What follows belongs to an exercise in optimizing a design on an open flow for small area; a production flow would make more cautious choices.
RTL that was checked went through simulation tests only; none was proved equivalent to the original.
Power figures rest on the tool's default switching activity, not on a simulated workload.

job 2926:
Design UIController, start of the top module:
module UIController (
  input wire         Clock,
  input wire         Reset_n,
  input  wire [6:0]  REG,
  input  wire [9:0]  VALUE_D,
  output reg  [9:0]  VALUE_Q,
  input  wire        SET,
  input  wire        CLR,
  input  wire        INC,
  input  wire        DEC,
  output wire [8:0]  DISP_VMRK1,
  output wire [8:0]  DISP_VMRK2,
  output wire [8:0]  DISP_HMRK1,
  output wire [8:0]  DISP_HMRK2,
  output wire [1:0]  INPUT_SELECT,
  output wire [0:0]  ADC1_TDIV,
  output wire [1:0]  ADC1_VDIV,
  output wire [7:0]  ADC1_VSHIFT,
  output wire [13:0] ADC1_TRG_LVL,
  output wire [2:0]  ADC1_TRG_MODE,
  output wire [0:0]  ADC2_TDIV,
  output wire [1:0]  ADC2_VDIV,
  output wire [7:0]  ADC2_VSHIFT,
  output wire [13:0] ADC2_TRG_LVL,
  output wire [2:0]  ADC2_TRG_MODE,
  output wire [0:0]  DIG1_TDIV,
  output wire [7:0]  DIG1_VSHIFT,
  output wire [9:0]  DIG1_PAT,
  output wire [9:0]  DIG1_PDCC,
  output reg         DIG1_CFG,
  output wire [0:0]  DIG1_TRG_LVL,
  output wire [2:0]  DIG1_TRG_MODE,
  output wire [0:0]  DIG2_TDIV,
  output wire [7:0]  DIG2_VSHIFT,
  output wire [9:0]  DIG2_PAT,
  output wire [9:0]  DIG2_PDCC,
  output reg         DIG2_CFG,
  output wire [0:0]  DIG2_TRG_LVL,
  output wire [2:0]  DIG2_TRG_MODE,
  output wire [0:0]  DIG3_TDIV,
  output wire [7:0]  DIG3_VSHIFT,
  output wire [9:0]  DIG3_PAT,
  output wire [9:0]  DIG3_PDCC,
  output reg         DIG3_CFG,
  output wire [0:0]  DIG3_TRG_LVL,
  output wire [2:0]  DIG3_TRG_MODE,
  output wire [0:0]  DIG4_TDIV,
  output wire [7:0]  DIG4_VSHIFT,
  output wire [9:0]  DIG4_PAT,
  output wire [9:0]  DIG4_PDCC,
  output reg         DIG4_CFG,
  output wire [0:0]  DIG4_TRG_LVL,
  output wire [2:0]  DIG4_TRG_MODE
);
clock: 10.0 ns
lec_check: 0
cap_margin: 5
core_margin: 2
core_utilization: 72
place_density: 0.8
slew_margin: 5
synth_hierarchical: 1
synth_minimum_keep_size: 0
standard.sh (not shown) runs the stock make flow with config.mk's settings and CLKGATE_MAP_FILE= SYNTH_SCRIPT=/design/flow/synth_recipe.tcl, a recipe that flattens the netlist after the stock synthesis.
==> flow/flow/run.sh <==
#!/bin/bash
# Standard layout, with the port buffers made from the smallest buffer,
# a clock tree of larger clusters without dummy loads, and one tie cell
# for the constant outputs.
set -euo pipefail
export BUFFER_PORTS_ARGS="-buffer_cell sky130_fd_sc_hd__buf_1"
export CTS_ARGS="-sink_clustering_enable -sink_clustering_size 9 -sink_clustering_max_diameter 45 -buf_list sky130_fd_sc_hd__clkbuf_4 -dont_use_dummy_load -repair_clock_nets"
export SKIP_REPAIR_TIE_FANOUT=1
bash standard.sh finish > standard.log 2>&1
Job 2926 went all the way through the flow, and no timing, DRC or antenna check failed.
#### Input delta (job 4718 over job 2926)
--- a/flow/design.v
+++ b/flow/design.v
@@ -453,30 +453,21 @@
   wire sub6;
   UIC_ao22 g193 (s[3], DISP_VMRK1_q[6], s[6], DISP_HMRK1_q[6], sub6);
   UIC_nor2 g194 (sub6, ncin, kk[6]);
   wire sub7;
   UIC_ao22 g195 (s[3], DISP_VMRK1_q[7], s[6], DISP_HMRK1_q[7], sub7);
   UIC_nor2 g196 (sub7, ncin, kk[7]);
   wire sub8;
   UIC_ao22 g197 (s[3], DISP_VMRK1_q[8], s[6], DISP_HMRK1_q[8], sub8);
   UIC_nor2 g198 (sub8, ncin, kk[8]);
   assign kk[9] = DEC_p;
-  wire [7:0] cy;
-  assign cy[0] = cin;
-  UIC_fa a0 (.a(rd[0]), .b(kk[0]), .c(cy[0]), .s(sum[0]), .co(cy[1]));
-  UIC_fa a1 (.a(rd[1]), .b(kk[1]), .c(cy[1]), .s(sum[1]), .co(cy[2]));
-  UIC_fa a2 (.a(rd[2]), .b(kk[2]), .c(cy[2]), .s(sum[2]), .co(cy[3]));
-  UIC_fa a3 (.a(rd[3]), .b(kk[3]), .c(cy[3]), .s(sum[3]), .co(cy[4]));
-  UIC_fa a4 (.a(rd[4]), .b(kk[4]), .c(cy[4]), .s(sum[4]), .co(cy[5]));
-  UIC_fa a5 (.a(rd[5]), .b(kk[5]), .c(cy[5]), .s(sum[5]), .co(cy[6]));
-  UIC_fa a6 (.a(rd[6]), .b(kk[6]), .c(cy[6]), .s(sum[6]), .co(cy[7]));
-  assign sum[9:7] = rd[9:7] + kk[9:7] + {2'd0, cy[7]};
+  assign sum = rd + kk + {9'd0, cin};
   always @(*) begin
     VALUE_Q[9] = rd[9];
   end
   wire vq0;
   UIC_ao22 g199 (is_diff, sum[0], nodiff, rd[0], vq0);
   wire vq1;
   UIC_ao22 g200 (is_diff, sum[1], nodiff, rd[1], vq1);
   wire vq2;
   UIC_ao22 g201 (is_diff, sum[2], nodiff, rd[2], vq2);
   wire vq3;
Final RePlAce weighted congestion (job 4718 over job 2926): increase, about 7%. Across both runs, flop-to-flop setup slack was higher for job 4718 than for job 2926. Comparing job 2926 and job 4718, the higher fraction of standard cell area in multi-input logic was measured on job 4718. Going from job 2926 to job 4718, power density of the placed cells grew slightly. The post-layout instance area reported for job 4718 is smaller than that of job 2926 by about 0.33%. Actual slew at the worst max-slew pin for job 4718: 0.13 ns up relative to job 2926. Job 4718 vs job 2926, instance count: job 4718 higher.
Only the layout flow was run in job 2926; the RTL was not checked for function there.

==> separate check: timing with driven ports <==
No port has a modelled driver above. Below, the same layouts with a new extraction and two added sets of constraints. Step 1 assumes that a clkbuf_16 drives the clock port and a buf_2 every other input. Step 2 times the ports against the registers' clock, not the clock port: input delays grow and output delays shrink by t, the midpoint of the rising clock arrivals with the driver on. a / b / c = no drivers / after step 1 / after step 2; a / b = the first two.
run | shift t [ns] | slack for setup (ns) | slew at the worst register clock pin (ns)
job 2926 | 0.696 | 0.195 / 0.138 / 0.138 | 0.10 / 0.10
job 4718 | 0.695 | 1.789 / 1.756 / 1.756 | 0.12 / 0.12
After both steps every run listed still meets setup and hold. The setup slack of job 2926, which loses most, moves by -0.057 ns with the drivers and by -0.057 ns with both steps.
